From an optimization exercise on the open Yosys and OpenROAD flow, aimed at small area, a short achievable clock period and few clock cycles per item; shortcuts taken in it are not production practice. Where RTL was checked, it was by simulation tests only, not by an equivalence proof against the original. Power figures rest on the tool's default switching activity, not on a simulated workload.

// div_avalon
module div_avalon
	#(
		parameter W     = 32,
				  CBIT  = 6
	 )
	(
		input wire clk, reset,
		input wire [2:0] div_address,
		input wire div_chipselect,
		input wire div_write,
		input wire [W-1:0] div_writedata,
		output wire [W-1:0] div_readdata,
		output wire div_irq,
		output wire div_rdy
	);
For scale: about 920 cells after synthesis.
==> module div, before the edit <==
module div
	#(
		parameter W=32
	 )
	(
		input wire clk, reset, str_trg,
		input wire [W-1:0] dvsr, dvnd,
		input wire [5:0] cd,
		input wire [4:0] ca,
		output wire ready,
		output reg done_trg,
		output wire [W-1:0] quo, rmd
	);
	reg        busy_reg;
	reg [4:0]  n_reg;
	reg [W-1:0] r_reg, q_reg;
	reg [W-1:0] nd_reg;	 
	wire       dz = cd[5];
	wire [4:0] p;
	wire       cd_ge_ca;
	div_sub #(.W(5)) sub_p (.a(cd[4:0]), .b(ca), .diff(p), .ge(cd_ge_ca));
	wire       imm = ~dz & ~cd_ge_ca;
	wire [W-1:0] diff;
	wire       ge;
	div_sub #(.W(W)) sub_r (.a(r_reg), .b(~nd_reg), .diff(diff), .ge(ge));
	wire       last = (n_reg == 0);
	reg [W-1:0] sh;
	integer k;
	always @*
	begin
		sh = dvsr;
		for (k = 0; k < 5; k = k + 1)
			sh = ({W{p[k]}} & (sh << (1 << k))) |
			     ({W{~p[k]}} & sh & ~({W{1'b1}} << (W - (1 << k)))) |
			     (sh & ({W{1'b1}} << (W - (1 << k))));
	end
	always @(posedge clk, posedge reset)
		if (reset)
			busy_reg <= 1'b0;
		else if (str_trg)
			busy_reg <= ~imm;
		else if (last)
			busy_reg <= 1'b0;
	always @(posedge clk)
	begin
		if (str_trg)
		begin
			n_reg <= dz ? 5'd31 : p;
			nd_reg <= ~sh;
		end
		else
		begin
			n_reg <= n_reg - 1'b1;
			nd_reg <= {1'b1, nd_reg[W-1:1]};
		end
		if (str_trg)
			r_reg <= dvnd;
		else if (busy_reg & ge)
			r_reg <= diff;
		if (str_trg)
			q_reg <= {W{1'b0}};
		else if (busy_reg)
			q_reg <= {q_reg[W-2:0], ge};
	end
	always @*
		done_trg = str_trg ? imm : (busy_reg & last);
	assign ready = ~busy_reg;
	assign quo = q_reg;
	assign rmd = r_reg;
endmodule
==> module div_avalon, before the edit <==
module div_avalon
	#(
		parameter W     = 32,
				  CBIT  = 6
	 )
	(
		input wire clk, reset,
		input wire [2:0] div_address,
		input wire div_chipselect,
		input wire div_write,
		input wire [W-1:0] div_writedata,
		output wire [W-1:0] div_readdata,
		output wire div_irq,
		output wire div_rdy
	);
	wire div_start, div_ready, set_done_trg, clr_done_trg;
	reg [W-1:0] dvnd_reg, dvsr_reg;
	reg [5:0] cd_reg;
	reg [4:0] ca_reg;
	reg done_trg_reg;
	wire [W-1:0] quo, rmd;
	wire wr_en, wr_dvnd, wr_dvsr;
	reg [5:0] wclz;
	integer i;
	always @*
	begin
		wclz = 6'd32;
		for (i = 0; i < W; i = i + 1)
			if (div_writedata[i]) wclz = 6'd31 - i[5:0];
	end
	div #(.W(32)) d1
		 ( .clk(clk), .reset(reset), .str_trg(div_start), .dvsr(dvsr_reg), .dvnd(dvnd_reg),
		   .cd(cd_reg), .ca(ca_reg),
		   .ready(div_ready), .done_trg(set_done_trg), .quo(quo), .rmd(rmd));
	always @(posedge clk)
	begin
		if (wr_dvnd)
		begin
			dvnd_reg <= div_writedata;
			ca_reg <= wclz[5] ? 5'd31 : wclz[4:0];
		end
		if (wr_dvsr)
		begin
			dvsr_reg <= div_writedata;
			cd_reg <= wclz;
		end
	end
	always @(posedge clk, posedge reset)
		if (reset)
			done_trg_reg <= 1'b0;
		else if (set_done_trg)
			done_trg_reg <= 1'b1;
		else if (clr_done_trg)
			done_trg_reg <= 1'b0;
	assign wr_en = div_write & div_chipselect;
	assign wr_dvnd = (div_address == 3'h0) & wr_en;
	assign wr_dvsr = (div_address == 3'h1) & wr_en;
	assign div_start = (div_address == 3'h2) & wr_en & div_ready;
	assign clr_done_trg = (div_address == 3'h6) & wr_en;
	assign div_readdata = (div_address == 3'h3) ? quo :
						  (div_address == 3'h4) ? rmd :
						  {31'b0, (div_address == 3'h5) ? div_ready : done_trg_reg};
	assign div_rdy = div_ready;
	assign div_irq = done_trg_reg;
endmodule
clock: 5.0 ns
lec_check: 0
cap_margin: 20
core_margin: 2
core_utilization: 60
cts_buf_list: sky130_fd_sc_hd__clkbuf_4 sky130_fd_sc_hd__clkbuf_8
setup_slack_margin: 2.0
slew_margin: 20
standard.sh (not shown) runs the stock make flow with config.mk's settings and CLKGATE_MAP_FILE= SYNTH_SCRIPT=/design/flow/synth_recipe.tcl, a recipe that flattens the netlist after the stock synthesis.
==> flow/flow/run.sh <==
#!/bin/bash
# Standard layout, with the port buffers made from buf_2 cells instead of
# the slow delay-buffer cells buffer_ports picks on its own.
set -euo pipefail
export BUFFER_PORTS_ARGS="-buffer_cell sky130_fd_sc_hd__buf_2"
bash standard.sh > standard.log 2>&1
Then changed:
--- a/flow/design.v
+++ b/flow/design.v
@@ -3,39 +3,27 @@
 		parameter W=32
 	 )
 	(
 		input wire clk, reset, str_trg,
 		input wire [W-1:0] dvsr, dvnd,
-		input wire [5:0] cd,
-		input wire [4:0] ca,
+		input wire [5:0] cd, ca,
 		output wire ready,
 		output reg done_trg,
 		output wire [W-1:0] quo, rmd
 	);
 	reg        busy_reg;
 	reg [4:0]  n_reg;
-	reg [W-1:0] r_reg, q_reg;
-	reg [W-1:0] nd_reg;	 
+	reg [W-1:0] r_reg, q_reg, d_reg;
 	wire       dz = cd[5];
-	wire [4:0] p;
+	wire [5:0] p;
 	wire       cd_ge_ca;
-	div_sub #(.W(5)) sub_p (.a(cd[4:0]), .b(ca), .diff(p), .ge(cd_ge_ca));
-	wire       imm = ~dz & ~cd_ge_ca;
+	div_sub #(.W(6)) sub_p (.a(cd), .b(ca), .diff(p), .ge(cd_ge_ca));
+	wire       imm = dz | ~cd_ge_ca;
 	wire [W-1:0] diff;
 	wire       ge;
-	div_sub #(.W(W)) sub_r (.a(r_reg), .b(~nd_reg), .diff(diff), .ge(ge));
+	div_sub #(.W(W)) sub_r (.a(r_reg), .b(d_reg), .diff(diff), .ge(ge));
 	wire       last = (n_reg == 0);
-	reg [W-1:0] sh;
-	integer k;
-	always @*
-	begin
-		sh = dvsr;
-		for (k = 0; k < 5; k = k + 1)
-			sh = ({W{p[k]}} & (sh << (1 << k))) |
-			     ({W{~p[k]}} & sh & ~({W{1'b1}} << (W - (1 << k)))) |
-			     (sh & ({W{1'b1}} << (W - (1 << k))));
-	end
 	always @(posedge clk, posedge reset)
 		if (reset)
 			busy_reg <= 1'b0;
 		else if (str_trg)
 			busy_reg <= ~imm;
@@ -43,24 +31,24 @@
 			busy_reg <= 1'b0;
 	always @(posedge clk)
 	begin
 		if (str_trg)
 		begin
-			n_reg <= dz ? 5'd31 : p;
-			nd_reg <= ~sh;
+			n_reg <= p[4:0];
+			d_reg <= dvsr << p[4:0];
 		end
 		else
 		begin
 			n_reg <= n_reg - 1'b1;
-			nd_reg <= {1'b1, nd_reg[W-1:1]};
+			d_reg <= d_reg >> 1;
 		end
 		if (str_trg)
 			r_reg <= dvnd;
 		else if (busy_reg & ge)
 			r_reg <= diff;
 		if (str_trg)
-			q_reg <= {W{1'b0}};
+			q_reg <= {W{dz}};
 		else if (busy_reg)
 			q_reg <= {q_reg[W-2:0], ge};
 	end
 	always @*
 		done_trg = str_trg ? imm : (busy_reg & last);
@@ -121,12 +109,11 @@
 		output wire div_irq,
 		output wire div_rdy
 	);
 	wire div_start, div_ready, set_done_trg, clr_done_trg;
 	reg [W-1:0] dvnd_reg, dvsr_reg;
-	reg [5:0] cd_reg;
-	reg [4:0] ca_reg;
+	reg [5:0] ca_reg, cd_reg;
 	reg done_trg_reg;
 	wire [W-1:0] quo, rmd;
 	wire wr_en, wr_dvnd, wr_dvsr;
 	reg [5:0] wclz;
 	integer i;
@@ -143,11 +130,11 @@
 	always @(posedge clk)
 	begin
 		if (wr_dvnd)
 		begin
 			dvnd_reg <= div_writedata;
-			ca_reg <= wclz[5] ? 5'd31 : wclz[4:0];
+			ca_reg <= wclz;
 		end
 		if (wr_dvsr)
 		begin
 			dvsr_reg <= div_writedata;
 			cd_reg <= wclz;
After rerunning: Critical path depth falls by 6; wire length rises by 3.4%; combinational power falls by 71%; core utilization falls by 0.62 points; final area rises by 3.1%; worst setup slack improved by 0.093 ns; global-route usage falls by 2.0 points; count of clock-buffer cells in the layout rises by 1; total power falls by 42%; hold slack got worse by 0.025 ns; clock skew rises by 0.0087 ns; non-clock buffer count falls by 15.
Testbench counts after the change, summed over its fixed seeds: cycles 24,255, items 2,048.
The RTL of the first run of this note was laid out without a check of its function.

---

Starting RTL as in the previous note.
Settings: LEC_CHECK=0, CAP_MARGIN=20, CORE_MARGIN=2, CORE_UTILIZATION=60, CTS_BUF_LIST=sky130_fd_sc_hd__clkbuf_4 sky130_fd_sc_hd__clkbuf_8, SETUP_SLACK_MARGIN=2.1, SLEW_MARGIN=20; clock period 5.0 ns.
Scripts as last shown in full above: flow/flow/run.sh
The first run completed without violations.
Rerun with:
--- a/flow/design.v
+++ b/flow/design.v
@@ -14,25 +14,14 @@
 	reg        busy_reg;
 	reg [4:0]  n_reg;
-	reg [W-1:0] r_reg, q_reg;
-	reg [W-1:0] nd_reg;	 
+	reg [W-1:0] r_reg, q_reg, d_reg;
 	wire       dz = cd[5];
 	wire [4:0] p;
 	wire       cd_ge_ca;
 	div_sub #(.W(5)) sub_p (.a(cd[4:0]), .b(ca), .diff(p), .ge(cd_ge_ca));
-	wire       imm = ~dz & ~cd_ge_ca;
+	wire       imm = dz | ~cd_ge_ca;
 	wire [W-1:0] diff;
 	wire       ge;
-	div_sub #(.W(W)) sub_r (.a(r_reg), .b(~nd_reg), .diff(diff), .ge(ge));
+	div_sub #(.W(W)) sub_r (.a(r_reg), .b(d_reg), .diff(diff), .ge(ge));
 	wire       last = (n_reg == 0);
-	reg [W-1:0] sh;
-	integer k;
-	always @*
-	begin
-		sh = dvsr;
-		for (k = 0; k < 5; k = k + 1)
-			sh = ({W{p[k]}} & (sh << (1 << k))) |
-			     ({W{~p[k]}} & sh & ~({W{1'b1}} << (W - (1 << k)))) |
-			     (sh & ({W{1'b1}} << (W - (1 << k))));
-	end
 	always @(posedge clk, posedge reset)
 		if (reset)
@@ -46,11 +35,11 @@
 		if (str_trg)
 		begin
-			n_reg <= dz ? 5'd31 : p;
-			nd_reg <= ~sh;
+			n_reg <= p[4:0];
+			d_reg <= dvsr << p[4:0];
 		end
 		else
 		begin
 			n_reg <= n_reg - 1'b1;
-			nd_reg <= {1'b1, nd_reg[W-1:1]};
+			d_reg <= d_reg >> 1;
 		end
 		if (str_trg)
@@ -59,5 +48,5 @@
 			r_reg <= diff;
 		if (str_trg)
-			q_reg <= {W{1'b0}};
+			q_reg <= {W{dz}};
 		else if (busy_reg)
 			q_reg <= {q_reg[W-2:0], ge};
Non-clock buffer count came out lower by 18.
Setup slack gains 0.27 ns.
Clock-buffer cell count does not change.
Design area rose by 0.53%.
Fmax increases by 9.0%.
Area after synthesis came out higher by 3.1%.
Combinational power goes down by 73%.
Function was not checked in any run of this note: the RTL went through the layout flow alone.

static timing again, ports no longer ideal:
Ports are ideal in the flow. The routed layouts listed here were re-timed in OpenROAD.
Step 1: set_driving_cell puts a clkbuf_16 on clk and a buf_2 on each other input, an assumption about the parent block.
Step 2 moves the port delays by t, midway between the first and last clock arrival at a register: inputs arrive t later, outputs are due t later. That takes back most of the time a late clock gives input paths.
Three values: ideal ports, drivers, drivers and shift; two values: the first two.
| run | t, ns | slack for setup (ns) | hold WS [ns] | worst setup path after step 2 | worst data-port slew with drivers (ns) |
|---|---|---|---|---|---|
| the first run of note 1 | 0.506 | 1.911 / 1.868 / 1.543 | 0.368 / 0.349 / 0.461 | input to register | 0.07 |
| the second run of note 1 | 0.513 | 2.005 / 1.971 / 1.745 | 0.343 / 0.320 / 0.478 | input to register | 0.06 |
| the first run of note 2 | 0.515 | 1.755 / 1.755 / 1.750 | 0.365 / 0.344 / 0.472 | input to register | 0.07 |
| the second run of note 2 | 0.515 | 2.022 / 1.969 / 1.913 | 0.355 / 0.336 / 0.461 | input to register | 0.07 |
After both steps every run listed still meets setup and hold. For the first run of note 1, which loses most, drivers alone change the setup slack by -0.043 ns; drivers and shift together by -0.368 ns.
